This design comes from an exercise in tuning for small area on the open sky130 flow, not from production work.
Only simulation tests tie the RTL to the original design; equivalence was not proved.

==> flow/design.v, too long to show whole: its modules and the start of the top module <==
// module exponent_multiplier: 150 lines
// module rom_e: 1679 lines
module exponent_multiplier (
    i_clk, i_rst_n,
    i_load, i_start, i_select,
    i_A, i_B,
    o_done, led_select, o_P,
    seg_i_A_ten, seg_i_A_unit,
    seg_i_B_ten, seg_i_B_unit,
    seg_o_P_thousand, seg_o_P_hundred, seg_o_P_ten, seg_o_P_unit
);
  // ...
==> flow/flow/run.sh <==
#!/bin/bash
# Standard synthesis, then the combinational logic between the standard
# synthesis's registers is re-mapped by ABC for area (registers, their names
# and cell types are kept), then the standard flow from floorplan to finish.
set -euo pipefail
W=$(pwd)
R=$W/orfs/results/$FLOW_PLATFORM/exponent_multiplier/base
YOSYS=$FLOW_HOME/../tools/install/yosys/bin/yosys
bash standard.sh "$R/1_2_yosys.v" > "$W/1_standard_synth.log" 2>&1
cp "$R/1_2_yosys.v" "$W/1_2_yosys.standard.v"
LIBFILE=$FLOW_HOME/platforms/$FLOW_PLATFORM/lib/sky130_fd_sc_hd__tt_025C_1v80.lib \
IN_V=$W/1_2_yosys.standard.v OUT_V=$W/1_2_yosys.reopt.v \
ABC_SCRIPT=$W/flow/area.abc ABC_CONSTR=$W/flow/abc.constr STAT_OUT=$W/reopt_stat.txt \
  "$YOSYS" -c "$W/flow/reopt.tcl" > "$W/2_reopt.log" 2>&1
cp "$W/1_2_yosys.reopt.v" "$R/1_2_yosys.v"
rm -f "$R/1_synth.odb" "$R/1_synth.sdc"
# Port buffers: the smallest buffer. Clock tree: clkbuf_4 buffers, no dummy loads.
bash standard.sh "BUFFER_PORTS_ARGS=-buffer_cell sky130_fd_sc_hd__buf_1" \
  "CTS_ARGS=-sink_clustering_enable -repair_clock_nets -dont_use_dummy_load -buf_list sky130_fd_sc_hd__clkbuf_4 -root_buf sky130_fd_sc_hd__clkbuf_4" \
  finish > "$W/3_standard_finish.log" 2>&1
==> flow/flow/abc.constr <==
set_driving_cell sky130_fd_sc_hd__buf_1
set_load 5
==> flow/flow/area.abc <==
strash; dc2; &get -n; &deepsyn -T 120; &put; dch -f; amap; topo; dnsize
==> flow/flow/reopt.tcl <==
# Re-optimise the combinational logic of the standard synthesis netlist.
# Registers (and tie cells) stay the same instances with the same names.
set lib $::env(LIBFILE)
yosys read_liberty -ignore_miss_func $lib
yosys read_verilog $::env(IN_V)
yosys hierarchy -top exponent_multiplier
yosys select -module exponent_multiplier
yosys select -clear
foreach pat {sky130_fd_sc_hd__df* sky130_fd_sc_hd__edf* sky130_fd_sc_hd__sdf* sky130_fd_sc_hd__conb_1} {
  yosys setattr -mod -set keep_hierarchy 1 $pat
}
yosys flatten
yosys opt_clean -purge
yosys stat
yosys opt -purge
yosys abc -script $::env(ABC_SCRIPT) -liberty $lib -dont_use *probe* -dont_use *lpflow* -dont_use *clkbuf* -dont_use *clkinv* -dont_use *dly* -dont_use *ha_* -dont_use *fa_* -dont_use *fah* -constr $::env(ABC_CONSTR) -D 50000 exponent_multiplier
yosys opt_clean -purge
yosys hilomap -singleton -hicell sky130_fd_sc_hd__conb_1 HI -locell sky130_fd_sc_hd__conb_1 LO exponent_multiplier
yosys splitnets
yosys opt_clean -purge
yosys tee -o $::env(STAT_OUT) stat -liberty $lib exponent_multiplier
yosys select exponent_multiplier
yosys write_verilog -noattr -noexpr -nohex -nodec -selected $::env(OUT_V)
==> flow/standard.sh <==
#!/bin/bash
# synth_recipe.tcl (not shown) runs the flow's synth.tcl, then flattens the netlist and writes it again
# the make line also repeats each setting of config.mk as NAME=value (left out here)
make -C /OpenROAD-flow-scripts/flow DESIGN_CONFIG=/design/flow/config.mk WORK_HOME=/design/flow/orfs CLKGATE_MAP_FILE= SYNTH_SCRIPT=/design/flow/synth_recipe.tcl "${@:-finish}"
==> flow/config.mk <==
export PLATFORM = sky130hd
export DESIGN_NAME = exponent_multiplier
export DESIGN_NICKNAME = exponent_multiplier
export VERILOG_FILES = /design/flow/design.v
export SDC_FILE = /design/flow/constraint.sdc
export NUM_CORES = 4
export LEC_CHECK = 0
export ABC_AREA = 1
export ABC_CLOCK_PERIOD_IN_PS = 50000
export CAP_MARGIN = 20
export CORE_MARGIN = 2
export CORE_UTILIZATION = 30
export GPL_TIMING_DRIVEN = 0
export PLACE_DENSITY = 0.5
export SLEW_MARGIN = 20
==> flow/constraint.sdc <==
create_clock -name core_clock -period 50.0 [get_ports {i_clk}]
set_input_delay 10.0000 -clock core_clock [delete_from_list [all_inputs] [get_ports {i_clk}]]
set_output_delay 10.0000 -clock core_clock [all_outputs]
set_load 0.01 [all_outputs]
==> run notes, run 1 <==
In the final design, more cell area goes to multi-input combinational cells than to any other class. The global placer's final weighted congestion came out at ~1.1. The cell with the largest stage delay on the worst path is sky130_fd_sc_hd__nor2_1. The die footprint came out at 0.0214 sq mm. In this run the most used layer during global routing was met1. The pre-CTS setup slack came out at 30.00 ns. In this run the standard cell core region covers 0.0200 sq mm. TritonCTS created 5 clock buffers.

Tracing the worst setup path back leads to its startpoint at reg_B[0]. The count of fill cells added during filler insertion is 2440. The flip-flop count of the largest register, all copies and words added came out at 16. In this run, placement finished with an instance count of 1486. The ratio of routed vias to standard cells is between 6 and 7. The remaining design rule violation count came out at 0.

After detailed routing, the wire length on met1 is 17300 microns. The clock buffer and inverter area fraction after layout came out at 0.549%. The number of H-tree levels is 2. STA puts the critical path data arrival time at 11.70 ns.

The via count of the first global-routing pass is 8672. The detail route stage leaves a number of antenna-violating nets equal to 0. The run finished with no timing, DRC or antenna violations. There are 33 flip-flops and latches. The detailed router placed between 9000 and 10000 vias in this run. Cells fill 34.1% of the core in the end. The synthesized netlist occupies a cell area of 0.00608 sq mm.
==> module exponent_multiplier, before the edit <==
module exponent_multiplier (
    i_clk, i_rst_n,
    i_load, i_start, i_select,
    i_A, i_B,
    o_done, led_select, o_P,
    seg_i_A_ten, seg_i_A_unit,
    seg_i_B_ten, seg_i_B_unit,
    seg_o_P_thousand, seg_o_P_hundred, seg_o_P_ten, seg_o_P_unit
);
    input wire i_clk, i_rst_n;
    input wire i_load, i_start, i_select;
    input [3:0] i_A, i_B;
    output reg o_done, led_select;
    output wire [29:0] o_P;
    output wire [6:0] seg_i_A_ten, seg_i_A_unit;
    output wire [6:0] seg_i_B_ten, seg_i_B_unit;
    output wire [6:0] seg_o_P_thousand, seg_o_P_hundred, seg_o_P_ten, seg_o_P_unit;
    reg [1:0] state;
    reg [4:0] cnt;
    reg [3:0] reg_A, reg_B;
    reg [15:0] dexp;
    wire [29:0] pexp;
    rom_e u_rom (.a(reg_A), .b(reg_B), .e(pexp));
    always @(posedge i_clk or negedge i_rst_n) begin
        if (!i_rst_n) begin
            state <= 2'd0;
            reg_A <= 4'd0;
            reg_B <= 4'd0;
            o_done <= 1'b0;
            led_select <= 1'b0;
        end else begin
            case (state)
            2'd0: begin
                o_done <= 1'b0;
                led_select <= 1'b0;
                if (!i_load) begin
                    reg_A <= i_A;
                    reg_B <= i_B;
                    state <= 2'd1;
                end
            end
            2'd1: if (!i_start) state <= 2'd2;
            2'd2: if (i_start && cnt > {1'b0, reg_B} && cnt >= 5'd5) state <= 2'd3;
            2'd3: begin
                o_done <= 1'b1;
                led_select <= !i_select;
                if (!i_start) state <= 2'd0;
            end
            endcase
        end
    end
    always @(posedge i_clk) begin
        if (state == 2'd0) cnt <= 5'd0;
        else if (state == 2'd2 && i_start) cnt <= cnt + 5'd1;
    end
    function [3:0] add3(input [3:0] d);
        reg ge5;
        begin
            ge5 = d[3] | (d[2] & (d[1] | d[0]));
            add3 = {ge5, (d[2] & ~ge5) | (d[3] & d[0]),
                    ge5 ? ((d[1] & d[0]) | (d[3] & ~d[0])) : d[1], d[0] ^ ge5};
        end
    endfunction
    function [15:0] dd4(input [15:0] d, input [3:0] c);
        integer i;
        reg [15:0] t;
        begin
            t = d;
            for (i = 3; i >= 0; i = i - 1) begin
                t = {add3(t[15:12]), add3(t[11:8]), add3(t[7:4]), add3(t[3:0])};
                t = {t[14:0], c[i]};
            end
            dd4 = t;
        end
    endfunction
    function [7:0] bcd6(input [5:0] v);
        integer i;
        reg [7:0] t;
        begin
            t = 8'd0;
            for (i = 5; i >= 0; i = i - 1) begin
                t = {add3(t[7:4]), add3(t[3:0])};
                t = {t[6:0], v[i]};
            end
            bcd6 = t;
        end
    endfunction
    reg [3:0] chunk;
    always @(*) begin
        case (cnt[2:0])
            3'd0: chunk = pexp[23:20];
            3'd1: chunk = pexp[19:16];
            3'd2: chunk = pexp[15:12];
            3'd3: chunk = pexp[11:8];
            3'd4: chunk = pexp[7:4];
            default: chunk = pexp[3:0];
        endcase
    end
    always @(posedge i_clk) begin
        if (!state[1]) dexp <= {8'd0, bcd6(pexp[29:24])};
        else if (state == 2'd2 && i_start && cnt < 5'd6) dexp <= dd4(dexp, chunk);
    end
    wire [7:0] pmul = reg_A * reg_B;
    assign o_P = led_select ? pexp : (o_done ? {22'd0, pmul} : 30'd0);
    function [11:0] bcd8(input [7:0] v);
        integer i;
        reg [11:0] t;
        begin
            t = 12'd0;
            for (i = 7; i >= 0; i = i - 1) begin
                t = {add3(t[11:8]), add3(t[7:4]), add3(t[3:0])};
                t = {t[10:0], v[i]};
            end
            bcd8 = t;
        end
    endfunction
    wire [11:0] dmul = bcd8(pmul);
    wire [15:0] dig = led_select ? dexp : (o_done ? {4'd0, dmul} : 16'h0000);
    function [6:0] seg7(input [3:0] d);
        case (d)
            4'd0: seg7 = 7'b1000000;
            4'd1: seg7 = 7'b1111001;
            4'd2: seg7 = 7'b0100100;
            4'd3: seg7 = 7'b0110000;
            4'd4: seg7 = 7'b0011001;
            4'd5: seg7 = 7'b0010010;
            4'd6: seg7 = 7'b0000010;
            4'd7: seg7 = 7'b1111000;
            4'd8: seg7 = 7'b0000000;
            4'd9: seg7 = 7'b0010000;
            4'd10: seg7 = 7'b0100100;
            4'd11: seg7 = 7'b0110000;
            4'd12: seg7 = 7'b0011001;
            4'd13: seg7 = 7'b0010010;
            4'd14: seg7 = 7'b0000010;
            4'd15: seg7 = 7'b1111000;
            default: seg7 = 7'b1000000;
        endcase
    endfunction
    assign seg_o_P_thousand = seg7(dig[15:12]);
    assign seg_o_P_hundred  = seg7(dig[11:8]);
    assign seg_o_P_ten      = seg7(dig[7:4]);
    assign seg_o_P_unit     = seg7(dig[3:0]);
    wire a_ge10 = reg_A[3] & (reg_A[2] | reg_A[1]);
    wire b_ge10 = reg_B[3] & (reg_B[2] | reg_B[1]);
    assign seg_i_A_unit = seg7(a_ge10 ? reg_A - 4'd10 : reg_A);
    assign seg_i_A_ten  = seg7({3'd0, a_ge10});
    assign seg_i_B_unit = seg7(b_ge10 ? reg_B - 4'd10 : reg_B);
    assign seg_i_B_ten  = seg7({3'd0, b_ge10});
endmodule
==> inputs of run 2 (changes only) <==
--- a/flow/design.v
+++ b/flow/design.v
@@ -73,32 +73,22 @@
             dd4 = t;
         end
     endfunction
-    function [7:0] bcd6(input [5:0] v);
-        integer i;
-        reg [7:0] t;
-        begin
-            t = 8'd0;
-            for (i = 5; i >= 0; i = i - 1) begin
-                t = {add3(t[7:4]), add3(t[3:0])};
-                t = {t[6:0], v[i]};
-            end
-            bcd6 = t;
-        end
-    endfunction
     reg [3:0] chunk;
     always @(*) begin
-        case (cnt[2:0])
-            3'd0: chunk = pexp[23:20];
-            3'd1: chunk = pexp[19:16];
-            3'd2: chunk = pexp[15:12];
-            3'd3: chunk = pexp[11:8];
-            3'd4: chunk = pexp[7:4];
-            default: chunk = pexp[3:0];
+        if (state[0]) chunk = pexp[3:0];
+        else case (cnt[2:0])
+            3'd0: chunk = pexp[27:24];
+            3'd1: chunk = pexp[23:20];
+            3'd2: chunk = pexp[19:16];
+            3'd3: chunk = pexp[15:12];
+            3'd4: chunk = pexp[11:8];
+            default: chunk = pexp[7:4];
         endcase
     end
     always @(posedge i_clk) begin
-        if (!state[1]) dexp <= {8'd0, bcd6(pexp[29:24])};
-        else if (state == 2'd2 && i_start && cnt < 5'd6) dexp <= dd4(dexp, chunk);
+        if (!state[1]) dexp <= {14'd0, pexp[29:28]};
+        else if ((state == 2'd2 && i_start && cnt < 5'd6) || (state == 2'd3 && !o_done))
+            dexp <= dd4(dexp, chunk);
     end
     wire [7:0] pmul = reg_A * reg_B;
     assign o_P = led_select ? pexp : (o_done ? {22'd0, pmul} : 30'd0);
==> run 2 against run 1 <==
Effect of this change: maximum frequency up 5.6%; global-route usage up 1.6 points.
==> run notes, run 2 <==
The starting density of the core is 30.5% (was 30.3%). The placeable core region came out at 0.0194 sq mm (was 0.0200 sq mm). The chip width is 144 microns (was 146 microns). The highest net fanout along the worst path came out at 20 (was 25). The pre-CTS setup slack came out at 30.61 ns (was 30.00 ns).

The cell with the largest stage delay on the worst path was sky130_fd_sc_hd__a31oi_1 (was sky130_fd_sc_hd__nor2_1). The detailed-route wire length came out at 41700 microns (was 41200 microns). Registers with the most flip-flops: dexp (16), cnt (5) (unchanged).

The worst hold slack after final layout is 0.516 ns (was 0.489 ns). The most common cell type on the critical path is sky130_fd_sc_hd__inv_1 (was sky130_fd_sc_hd__o21ai_0). The gate count after technology mapping came to 1099 (was 1117). The clock transition at the registers of the reported paths came out at 0.11 ns (was 0.12 ns).

The startpoint-to-endpoint class of the critical path is reg -> out (unchanged). The clock net sink count came out at 33 (unchanged). The transition time at the pin with the least slew margin came out at 1.36 ns (was 1.19 ns). The number of stages on the worst hold path came out at 1 (unchanged). Unrepaired setup endpoints after global routing: no (unchanged). The fraction of layout cells with a size suffix above 1 was 1.24% (was 0.901%).

The number of H-tree levels came out at 2 (unchanged). The number of violations of the max-capacitance limit is 0 (unchanged). Most used cells in the layout excluding fill and tap cells: sky130_fd_sc_hd__nor2_1 (334), sky130_fd_sc_hd__inv_1 (157), sky130_fd_sc_hd__o21ai_0 (102) (was sky130_fd_sc_hd__nor2_1 (321), sky130_fd_sc_hd__inv_1 (157), sky130_fd_sc_hd__buf_1 (95)). The final critical-path required period is 20.55 ns (was 21.70 ns).

The area occupied by registers came to 742 sq um (was 792 sq um). The count of fill cells added during filler insertion came to 2348 (was 2440). The final-report hold violation count is 0 (unchanged). The final-stage net count is 1222 (was 1236). The boundary pin count came out at 101 (unchanged).

The die footprint is 0.0209 sq mm (was 0.0214 sq mm). The total count of max-transition violations in the final report is 0 (unchanged). The endpoint of the worst-slack reg-to-reg timing path was dexp[5] (was dexp[2]).

The type of the most critical hold path is reg -> reg (unchanged). The initial antenna violation count is 2 (was 1). The deepest clock path buffer count is 2 (unchanged).

The startpoint of the tightest hold check path was cnt[4] (unchanged). The quantity of gates resized following cts came out at 0 (unchanged). The routed length per placed instance is 28.3 microns (was 27.6 microns). The total via count after detailed routing was 9406 (was 9541). The final critical-path setup slack came out at 29.45 ns (was 28.30 ns). The later-pin clock latency in the skew report is 0.34 ns (was 0.37 ns). The footprint of the multi-input gates was 0.00461 sq mm (was 0.00472 sq mm). The beginning of the worst register-to-register path was reg_A[2] (was reg_B[0]).

Outcome: no timing/DRC/antenna violations (unchanged). The number of core rows is 51 (was 52). The most common library cell in the layout ignoring fill and taps is sky130_fd_sc_hd__nor2_1 (unchanged). The final clock period utilization by the worst path came out at 41.1% (was 43.4%). The remaining design rule violation count is 0 (unchanged).

The ratio of routed vias to standard cells came to 6.38 (was 6.39). The total of warnings raised by yosys is 1 (unchanged). The reg2reg setup slack came out at 37.54 ns (was 36.19 ns). The via count of the first global-routing pass is 8349 (was 8672). The endpoint with the worst hold slack is cnt[4] (unchanged). The global placer's final weighted congestion is 1.11 (was 1.10).

The type of element launching the critical path is a flop (unchanged). The flip-flop count of the largest register, all copies and words added came out at 16 (unchanged). The number of buffers added to fix hold violations after cts is 0 (unchanged). The HPWL after detailed placement was 32000 microns (was 31700 microns). The worst clock skew came out at 0.0271 ns (was 0.0322 ns).

The master cell of the clock root buffer is sky130_fd_sc_hd__clkbuf_4 (unchanged). The arrival time at the worst endpoint was 10.55 ns (was 11.70 ns). The kind of capture point of the worst setup path is an output pin (unchanged). The clock tree from TritonCTS is yes (unchanged). The overall routing resource usage is 38.7% (was 37.1%). The worst setup path startpoint is reg_A[2] (was reg_B[0]).

The first-pass iteration count of the detailed router is 7 (was 5). The initial detailed-routing violation count is 1670 (was 1270). The TritonCTS buffer count came out at 5 (unchanged). The logic depth of the worst register-to-register path is 43 (was 42).

The pin count of the biggest net entering global routing is 45 (was 43). The post-CTS setup buffer count came out at 0 (unchanged). The height of the die came out at 144 microns (was 146 microns).

The sum of negative setup slack came to 0 ns (unchanged). The area added between synthesis and finish came out at 13.6% (was 12.6%). The register with the most flip-flops is dexp (unchanged). The normalized max-slew margin came to 8.80% (was 20.5%). The synthesized cell area came out at 0.00592 sq mm (was 0.00608 sq mm). The delay contributed by the slowest stage of the critical path came out at 0.84 ns (was 1.30 ns). The critical path's top delay family is compound AO/OA/AOI/OAI gates (was simple AND/OR/NAND/NOR gates). The fmax came to 48.7 MHz (was 46.1 MHz). The number of nets still failing antenna checks after routing is 0 (unchanged).

The mean area per synthesized cell is 5.39 sq um (was 5.44 sq um). The global-route wire length before repair is 57600 microns (was 58700 microns).

The required time at the endpoint of the critical path is 40.00 ns (about the same). The count of endpoints failing setup in the final report is 0 (unchanged). The share of the core filled with cells in the final layout came out at 34.7% (was 34.1%). The residual overflow from global routing came out at 0 (unchanged). The number of buffers inserted by port buffering came to 94 (unchanged).

The buffer and inverter count on the worst path is 7 (was 5).
-- run 2: cell type report --
type                    instances  area share (%)
diodes                          2          0.0744
flip-flops and latches         33            11.0
multi-input cells             912            68.6
clock buffers                   5           0.558
well taps                     265            4.93
inverters                     158            8.82
repair buffers                 99            6.01
-- run 2: metal layers --
metal | GRT usage [%] | vias to the layer above | routed length (microns)
met5 | 0 | - | 0
met4 | 17.8 | 0 | 2460
met3 | 12.8 | 180 | 5480
met2 | 52.8 | 721 | 15900
met1 | 54.5 | 4388 | 17900
li1 | - | 4117 | -
-- run 2: stage by stage --
step,cells,instance area [sq um]
after floorplan,1103,5940
after global placement,1462,6620
after CTS,1471,6710
final,1474,6730
after detailed placement,1466,6680
after global routing,1472,6720
-- run 2: worst max path at each step --
stage,endpoint,slack [ns],cells past startpoint
floorplan,seg_o_P_unit[0],33.33,40
global placement,o_P[12],30.12,32
detailed placement,o_P[12],30.61,32
CTS,o_P[12],30.18,32
global route,o_P[12],29.49,32
finish,o_P[12],29.45,32
==> inputs of run 3 (changes only) <==
--- a/flow/flow/run.sh
+++ b/flow/flow/run.sh
@@ -14,7 +14,7 @@
   "$YOSYS" -c "$W/flow/reopt.tcl" > "$W/2_reopt.log" 2>&1
 cp "$W/1_2_yosys.reopt.v" "$R/1_2_yosys.v"
 rm -f "$R/1_synth.odb" "$R/1_synth.sdc"
-# Port buffers: the smallest buffer. Clock tree: clkbuf_4 buffers, no dummy loads.
+# Port buffers: the smallest buffer. Clock tree: clkbuf_8 buffers, no dummy loads.
 bash standard.sh "BUFFER_PORTS_ARGS=-buffer_cell sky130_fd_sc_hd__buf_1" \
-  "CTS_ARGS=-sink_clustering_enable -repair_clock_nets -dont_use_dummy_load -buf_list sky130_fd_sc_hd__clkbuf_4 -root_buf sky130_fd_sc_hd__clkbuf_4" \
+  "CTS_ARGS=-sink_clustering_enable -repair_clock_nets -dont_use_dummy_load -buf_list sky130_fd_sc_hd__clkbuf_8 -root_buf sky130_fd_sc_hd__clkbuf_8" \
   finish > "$W/3_standard_finish.log" 2>&1
==> run 3 against run 2 <==
Effect of this change: critical path type unchanged; global-route usage barely moved; critical endpoint unchanged; still clean on timing, DRC and antenna; worst setup slack improved by 0.039 ns.
==> run notes, run 3 <==
Outcome: no timing/DRC/antenna violations (unchanged). The register with the most flip-flops is dexp (unchanged). The initial antenna violation count is 2 (unchanged).

The ratio of routed vias to standard cells came out at 6.39 (was 6.38). The worst clock skew was 0.0155 ns (was 0.0271 ns).

The master cell of the clock root buffer is sky130_fd_sc_hd__clkbuf_8 (was sky130_fd_sc_hd__clkbuf_4). The endpoint with the worst hold slack is cnt[4] (unchanged). The startpoint-to-endpoint class of the critical path is reg -> out (unchanged).

The detailed-route wire length is 41600 microns (was 41700 microns). The via count of the first global-routing pass is 8345 (was 8349).

The beginning of the worst register-to-register path is reg_A[2] (unchanged). The footprint of the multi-input gates came out at 0.00461 sq mm (unchanged). The logic depth of the worst setup path including buffers came out at 32 (unchanged). The first-pass iteration count of the detailed router came to 9 (was 7).

The die footprint came out at 0.0209 sq mm (unchanged). The mean area per synthesized cell was 5.39 sq um (unchanged). The delay contributed by the slowest stage of the critical path came out at 0.88 ns (was 0.84 ns). The worst hold slack after final layout came out at 0.513 ns (was 0.516 ns). The type of element launching the critical path was a flop (unchanged). The number of violations of the max-capacitance limit came to 0 (unchanged). The cell with the largest stage delay on the worst path is sky130_fd_sc_hd__a31oi_1 (unchanged). The buffer and inverter count on the worst path is 7 (unchanged). Registers with the most flip-flops: dexp (16), cnt (5) (unchanged).

The total count of max-transition violations in the final report is 0 (unchanged). The remaining design rule violation count came out at 0 (unchanged). The global-route wire length before repair came to 57600 microns (about the same).

The highest net fanout along the worst path came out at 20 (unchanged). The routed length per placed instance is 28.2 microns (was 28.3 microns). The required time at the endpoint of the critical path is 40.00 ns (about the same). The most common cell type on the critical path was sky130_fd_sc_hd__inv_1 (unchanged).

The number of buffers inserted by port buffering came out at 94 (unchanged). The height of the die came out at 144 microns (unchanged). The flip-flop count of the largest register, all copies and words added came out at 16 (unchanged). The later-pin clock latency in the skew report is 0.29 ns (was 0.34 ns). The final-report hold violation count came out at 0 (unchanged). The post-CTS setup buffer count is 0 (unchanged). Most used cells in the layout excluding fill and tap cells: sky130_fd_sc_hd__nor2_1 (334), sky130_fd_sc_hd__inv_1 (157), sky130_fd_sc_hd__o21ai_0 (102) (unchanged).

The clock net sink count came out at 33 (unchanged). The count of endpoints failing setup in the final report came out at 0 (unchanged). The worst setup path startpoint was reg_A[2] (unchanged). The overall routing resource usage came out at 38.7% (about the same). The number of stages on the worst hold path was 1 (unchanged). The sum of negative setup slack is 0 ns (unchanged). The area added between synthesis and finish came out at 14.1% (was 13.6%). The endpoint of the worst-slack reg-to-reg timing path is dexp[5] (unchanged). The starting density of the core is 30.5% (unchanged). The reg2reg setup slack is 37.52 ns (was 37.54 ns). The placeable core region is 0.0194 sq mm (unchanged). The arrival time at the worst endpoint came out at 10.51 ns (was 10.55 ns). The pin count of the biggest net entering global routing is 45 (unchanged).

The number of core rows came out at 51 (unchanged). The logic depth of the worst register-to-register path came out at 43 (unchanged). The fraction of layout cells with a size suffix above 1 was 1.24% (unchanged). The final-stage net count came to 1222 (unchanged).

The quantity of gates resized following cts is 0 (unchanged). The normalized max-slew margin is 8.90% (was 8.80%). The number of buffers added to fix hold violations after cts came out at 0 (unchanged). The count of fill cells added during filler insertion came out at 2344 (was 2348). The area occupied by registers is 742 sq um (unchanged).

The transition time at the pin with the least slew margin came out at 1.36 ns (about the same). The deepest clock path buffer count came out at 2 (unchanged). The TritonCTS buffer count came out at 5 (unchanged). The residual overflow from global routing is 0 (unchanged). The global placer's final weighted congestion came to 1.11 (unchanged).

The boundary pin count came out at 101 (unchanged). The fmax is 48.8 MHz (was 48.7 MHz). Unrepaired setup endpoints after global routing: no (unchanged).

The critical path's top delay family is compound AO/OA/AOI/OAI gates (unchanged). The most common library cell in the layout ignoring fill and taps is sky130_fd_sc_hd__nor2_1 (unchanged). The initial detailed-routing violation count was 1781 (was 1670).

The clock transition at the registers of the reported paths is 0.07 ns (was 0.11 ns). The total via count after detailed routing came out at 9408 (was 9406). The number of H-tree levels came out at 2 (unchanged). The total of warnings raised by yosys came out at 1 (unchanged). The final clock period utilization by the worst path is 41.0% (was 41.1%). The type of the most critical hold path is reg -> reg (unchanged).

The number of nets still failing antenna checks after routing was 0 (unchanged). The gate count after technology mapping is 1099 (unchanged). The chip width came out at 144 microns (unchanged). The final critical-path required period came out at 20.51 ns (was 20.55 ns). The clock tree from TritonCTS is yes (unchanged).

The synthesized cell area came out at 0.00592 sq mm (unchanged). The startpoint of the tightest hold check path is cnt[4] (unchanged). The HPWL after detailed placement is 32000 microns (unchanged). The kind of capture point of the worst setup path was an output pin (unchanged).
-- run 3: final cells by class --
type                    instances  share of cell area (%)
multi-input cells             912                    68.3
flip-flops and latches         33                    11.0
inverters                     158                    8.78
repair buffers                 99                    5.98
well taps                     265                    4.91
clock buffers                   5                    1.02
diodes                          1                  0.0370
-- run 3: metal layers --
layer / share of wire, % / track usage, % / vias to the layer above
met3: 13 / 12.8 / 185
li1: - / - / 4123
met5: 0 / 0 / -
met4: 6.1 / 17.8 / 0
met2: 38 / 52.8 / 736
met1: 42 / 54.5 / 4364
-- run 3: worst max-delay path by stage --
stage                            endpoint  slack (ns)
final                             o_P[12]       29.49
after global routing              o_P[12]       29.57
after CTS                         o_P[12]       30.26
after detailed placement          o_P[12]       30.61
after global placement            o_P[12]       30.12
after floorplan           seg_o_P_unit[0]       33.33
-- run 3: per-stage QoR --
step                instance area (sq um)  util [%]  instances  setup slack (ns)
floorplan                            5940         -       1103             33.33
global placement                     6620      34.1       1462             30.12
CTS                                  6750      34.8       1471             30.26
finish                               6760      34.8       1473             29.49
global route                         6750      34.8       1472             29.57
detailed placement                   6680      34.4       1466             30.61
==> inputs of run 4 (changes only) <==
--- a/flow/flow/run.sh
+++ b/flow/flow/run.sh
@@ -8,11 +8,20 @@
 YOSYS=$FLOW_HOME/../tools/install/yosys/bin/yosys
 bash standard.sh "$R/1_2_yosys.v" > "$W/1_standard_synth.log" 2>&1
 cp "$R/1_2_yosys.v" "$W/1_2_yosys.standard.v"
-LIBFILE=$FLOW_HOME/platforms/$FLOW_PLATFORM/lib/sky130_fd_sc_hd__tt_025C_1v80.lib \
-IN_V=$W/1_2_yosys.standard.v OUT_V=$W/1_2_yosys.reopt.v \
-ABC_SCRIPT=$W/flow/area.abc ABC_CONSTR=$W/flow/abc.constr STAT_OUT=$W/reopt_stat.txt \
-  "$YOSYS" -c "$W/flow/reopt.tcl" > "$W/2_reopt.log" 2>&1
-cp "$W/1_2_yosys.reopt.v" "$R/1_2_yosys.v"
+# three ABC runs with different random seeds, in parallel; the smallest is kept
+for s in 0 1 2; do
+  LIBFILE=$FLOW_HOME/platforms/$FLOW_PLATFORM/lib/sky130_fd_sc_hd__tt_025C_1v80.lib \
+  IN_V=$W/1_2_yosys.standard.v OUT_V=$W/1_2_yosys.reopt$s.v \
+  ABC_SCRIPT=$W/flow/area$s.abc ABC_CONSTR=$W/flow/abc.constr STAT_OUT=$W/reopt_stat$s.txt \
+    "$YOSYS" -c "$W/flow/reopt.tcl" > "$W/2_reopt$s.log" 2>&1 &
+done
+wait
+best=$(for s in 0 1 2; do
+  a=$(awk '/Chip area/ {print $NF}' "$W/reopt_stat$s.txt")
+  [[ -n "$a" ]] && echo "$a $s"
+done | sort -g | head -1 | awk '{print $2}')
+echo "kept ABC run $best" > "$W/2_reopt_choice.log"
+cp "$W/1_2_yosys.reopt$best.v" "$R/1_2_yosys.v"
 rm -f "$R/1_synth.odb" "$R/1_synth.sdc"
 # Port buffers: the smallest buffer. Clock tree: clkbuf_8 buffers, no dummy loads.
 bash standard.sh "BUFFER_PORTS_ARGS=-buffer_cell sky130_fd_sc_hd__buf_1" \
==> flow/flow/area0.abc (new file) <==
strash; dc2; &get -n; &deepsyn -T 120 -S 0; &put; dch -f; amap; topo; dnsize
==> flow/flow/area1.abc (new file) <==
strash; dc2; &get -n; &deepsyn -T 120 -S 1; &put; dch -f; amap; topo; dnsize
==> flow/flow/area2.abc (new file) <==
strash; dc2; &get -n; &deepsyn -T 120 -S 3; &put; dch -f; amap; topo; dnsize
removed: flow/flow/area.abc
==> run 4 against run 3 <==
Effect of this change: still clean on timing, DRC and antenna; largest cell class unchanged; synthesized area is 0.66% lower; critical path type unchanged; wire length shrank 0.81%; highest routed layer is now met5; critical endpoint unchanged; worst setup slack got worse by 0.10 ns; first-iteration DRC count is 26% lower; non-clock buffer count fell by 3; sequential share of layout area rose by 0.063 points.
==> run notes, run 4 <==
The fraction of layout cells with a size suffix above 1 is 1.35% (was 1.24%). The placeable core region came out at 0.0193 sq mm (was 0.0194 sq mm). The global-route wire length before repair is 57500 microns (was 57600 microns). The worst clock skew is 0.00875 ns (was 0.0155 ns).

The startpoint of the tightest hold check path is cnt[4] (unchanged). The number of stages on the worst hold path was 1 (unchanged).

The amount of wire on met3 after detailed routing came out at 5400 microns (was 5540 microns). Most used cells in the layout excluding fill and tap cells: sky130_fd_sc_hd__nor2_1 (332), sky130_fd_sc_hd__inv_1 (146), sky130_fd_sc_hd__a21oi_1 (99) (was sky130_fd_sc_hd__nor2_1 (334), sky130_fd_sc_hd__inv_1 (157), sky130_fd_sc_hd__o21ai_0 (102)). The final critical-path required period is 20.61 ns (was 20.51 ns). Registers with the most flip-flops: dexp (16), cnt (5) (unchanged). The final-report hold violation count came out at 0 (unchanged). The final clock period utilization by the worst path was 41.2% (was 41.0%). The ratio of routed vias to standard cells came out at 6.46 (was 6.39). The startpoint-to-endpoint class of the critical path is reg -> out (unchanged). The normalized max-slew margin came to 16.1% (was 8.90%).

The number of buffers inserted by port buffering came to 94 (unchanged). The global placer's final weighted congestion is 1.14 (was 1.11). Outcome: no timing/DRC/antenna violations (unchanged). The logic depth of the worst register-to-register path is 42 (was 43). The starting density of the core is 30.4% (was 30.5%). The via count of the first global-routing pass is 8210 (was 8345). The type of element launching the critical path is a flop (unchanged).

The arrival time at the worst endpoint is 10.61 ns (was 10.51 ns). The highest metal layer used by the detailed router was met5 (was met4). The remaining design rule violation count is 0 (unchanged). The routed length per placed instance is 28.5 microns (was 28.2 microns). The number of diodes added for antenna fixing came to 0 (was 1). The number of buffers added to fix hold violations after cts is 0 (unchanged). The height of the die came out at 144 microns (about the same). The total via count after detailed routing came out at 9349 (was 9408).

The deepest clock path buffer count is 2 (unchanged). The number of violations of the max-capacitance limit came to 0 (unchanged). Unrepaired setup endpoints after global routing: no (unchanged). The initial antenna violation count came to 2 (unchanged).

The clock net sink count is 33 (unchanged). The routed metal-1 wirelength is 16600 microns (was 17600 microns). The total count of max-transition violations in the final report is 0 (unchanged). The pin count of the biggest net entering global routing is 41 (was 45).

The synthesized cell area came out at 0.00588 sq mm (was 0.00592 sq mm). The type of the most critical hold path is reg -> reg (unchanged). The die footprint came out at 0.0207 sq mm (was 0.0209 sq mm). The first-pass iteration count of the detailed router came out at 6 (was 9). The beginning of the worst register-to-register path is reg_A[0] (was reg_A[2]). The worst setup path startpoint is reg_A[0] (was reg_A[2]). The count of endpoints failing setup in the final report came out at 0 (unchanged). The highest net fanout along the worst path is 22 (was 20). The sum of negative setup slack is 0 ns (unchanged). The detailed-route wire length is 41300 microns (was 41600 microns). The gate count after technology mapping is 1078 (was 1099). The TritonCTS buffer count is 5 (unchanged). The master cell of the clock root buffer is sky130_fd_sc_hd__clkbuf_8 (unchanged). The quantity of gates resized following cts is 0 (unchanged).

The count of fill cells added during filler insertion was 2291 (was 2344). The flip-flop count of the largest register, all copies and words added is 16 (unchanged). The mean area per synthesized cell came to 5.46 sq um (was 5.39 sq um). The total of warnings raised by yosys came out at 1 (unchanged).

The required time at the endpoint of the critical path came out at 40.00 ns (about the same). The placed standard-cell area is 0.00663 sq mm (was 0.00668 sq mm).

The boundary pin count is 101 (unchanged). The overall routing resource usage came out at 39.1% (was 38.7%). The total met2 wirelength after detailed routing is 16400 microns (was 15900 microns). The number of H-tree levels is 2 (unchanged). The clock tree from TritonCTS was yes (unchanged). The final cell area excluding filler cells is 0.00671 sq mm (was 0.00676 sq mm). The number of nets still failing antenna checks after routing came to 0 (unchanged). The initial detailed-routing violation count is 1319 (was 1781). The area added between synthesis and finish came to 14.0% (was 14.1%). The post-CTS setup buffer count is 0 (unchanged). The chip width came out at 144 microns (about the same). The kind of capture point of the worst setup path is an output pin (unchanged). The later-pin clock latency in the skew report came out at 0.29 ns (about the same).

The HPWL after detailed placement came to 32100 microns (was 32000 microns). The final-stage net count was 1198 (was 1222). The most common library cell in the layout ignoring fill and taps is sky130_fd_sc_hd__nor2_1 (unchanged).

The residual overflow from global routing is 0 (unchanged). The transition time at the pin with the least slew margin came out at 1.25 ns (was 1.36 ns). The clock transition at the registers of the reported paths is 0.07 ns (about the same). The fmax came out at 48.5 MHz (was 48.8 MHz).

The number of core rows is 51 (unchanged). The filler-free cell count of the finished design is 1448 (was 1473). The register with the most flip-flops is dexp (unchanged). The number of instances in the placed design is 1443 (was 1466).
-- run 4: path summary, 6_finish.rpt --
| kind | endpoint | slack, ns |
|---|---|---|
| max in group asynchronous | state[0] | 39.72 |
| min in group asynchronous | o_done | 9.78 |
| setup / recovery | o_P[12] | 29.39 |
| hold / removal | cnt[4] | 0.48 |
| setup reg to reg | dexp[5] | 38.32 |
| hold reg to reg | cnt[4] | 0.48 |
-- run 4: final cells by class --
cell class / count / area, sq um / share of cell area (%)
multi-input cells: 901 / 4640 / 69.1
flip-flops and latches: 33 / 741 / 11.0
inverters: 148 / 556 / 8.29
repair buffers: 96 / 373 / 5.56
well taps: 265 / 332 / 4.94
clock buffers: 5 / 68.8 / 1.03
-- run 4: through the flow --
stage          hold WS (ns)  setup WS [ns]  util [%]
2_1_floorplan         0.445          33.16         -
3_5_place_dp          0.477          30.53      34.3
4_1_cts               0.485          30.29      34.6
6_report              0.479          29.39      34.7
5_1_grt               0.506          29.51      34.7
3_3_place_gp          0.462          30.02      34.0
-- run 4: critical path, stage by stage (launching register included) --
cell and delay (ns):
sky130_fd_sc_hd__dfrtp_1 1.10, sky130_fd_sc_hd__inv_1 0.72, sky130_fd_sc_hd__nor2_1 0.78, sky130_fd_sc_hd__inv_1 0.24, sky130_fd_sc_hd__nand2_1 0.39, sky130_fd_sc_hd__nor3_1 0.18
sky130_fd_sc_hd__o21ai_0 0.57, sky130_fd_sc_hd__inv_1 0.18, sky130_fd_sc_hd__o21a_1 0.21, sky130_fd_sc_hd__a21o_1 0.20, sky130_fd_sc_hd__o211ai_1 0.82, sky130_fd_sc_hd__o22ai_1 0.52
sky130_fd_sc_hd__and3_1 0.41, sky130_fd_sc_hd__nor2_1 0.26, sky130_fd_sc_hd__nand2_1 0.21, sky130_fd_sc_hd__or3_1 0.46, sky130_fd_sc_hd__o21ai_0 0.25, sky130_fd_sc_hd__o22ai_1 0.20
sky130_fd_sc_hd__o21ai_0 0.68, sky130_fd_sc_hd__nor2_1 0.09, sky130_fd_sc_hd__nor2_1 0.16, sky130_fd_sc_hd__nor2_1 0.07, sky130_fd_sc_hd__nor3_1 0.27, sky130_fd_sc_hd__nor2_1 0.22
sky130_fd_sc_hd__a211oi_1 0.85, sky130_fd_sc_hd__nor2_1 0.08, sky130_fd_sc_hd__buf_1 0.17
-- run 4: layer usage --
metal  global-route usage (%)  vias up
met3                     11.7      200
met1                     52.4     4370
met5                        0        -
li1                         -     4089
met2                     55.1      686
met4                     22.5        4

static timing again, ports no longer ideal:
How much do the figures lean on ideal ports? The routed layouts below were timed once more, with nothing changed but the port constraints.
Step 1, drivers: a clkbuf_16 drives i_clk and a buf_2 each remaining input, both assumed.
Step 2 also shifts input and output timing later by t, the mid clock arrival at the registers, as if the neighbouring blocks saw the same clock.
Three values: no drivers, after step 1, after step 2; two values: the first two.
run | t, ns | slack for setup (ns) | worst setup path at the end | worst data-port slew with drivers (ns) | pins driven straight from the clock port
run 1 | 0.389 | 28.302 / 28.270 / 28.659 | register to output | 0.04 | 1
run 2 | 0.356 | 29.451 / 29.425 / 29.780 | register to output | 0.04 | 1
run 3 | 0.311 | 29.490 / 29.462 / 29.773 | register to output | 0.04 | 1
run 4 | 0.320 | 29.389 / 29.355 / 29.675 | register to output | 0.04 | 1
After both steps every run listed still meets setup and hold.
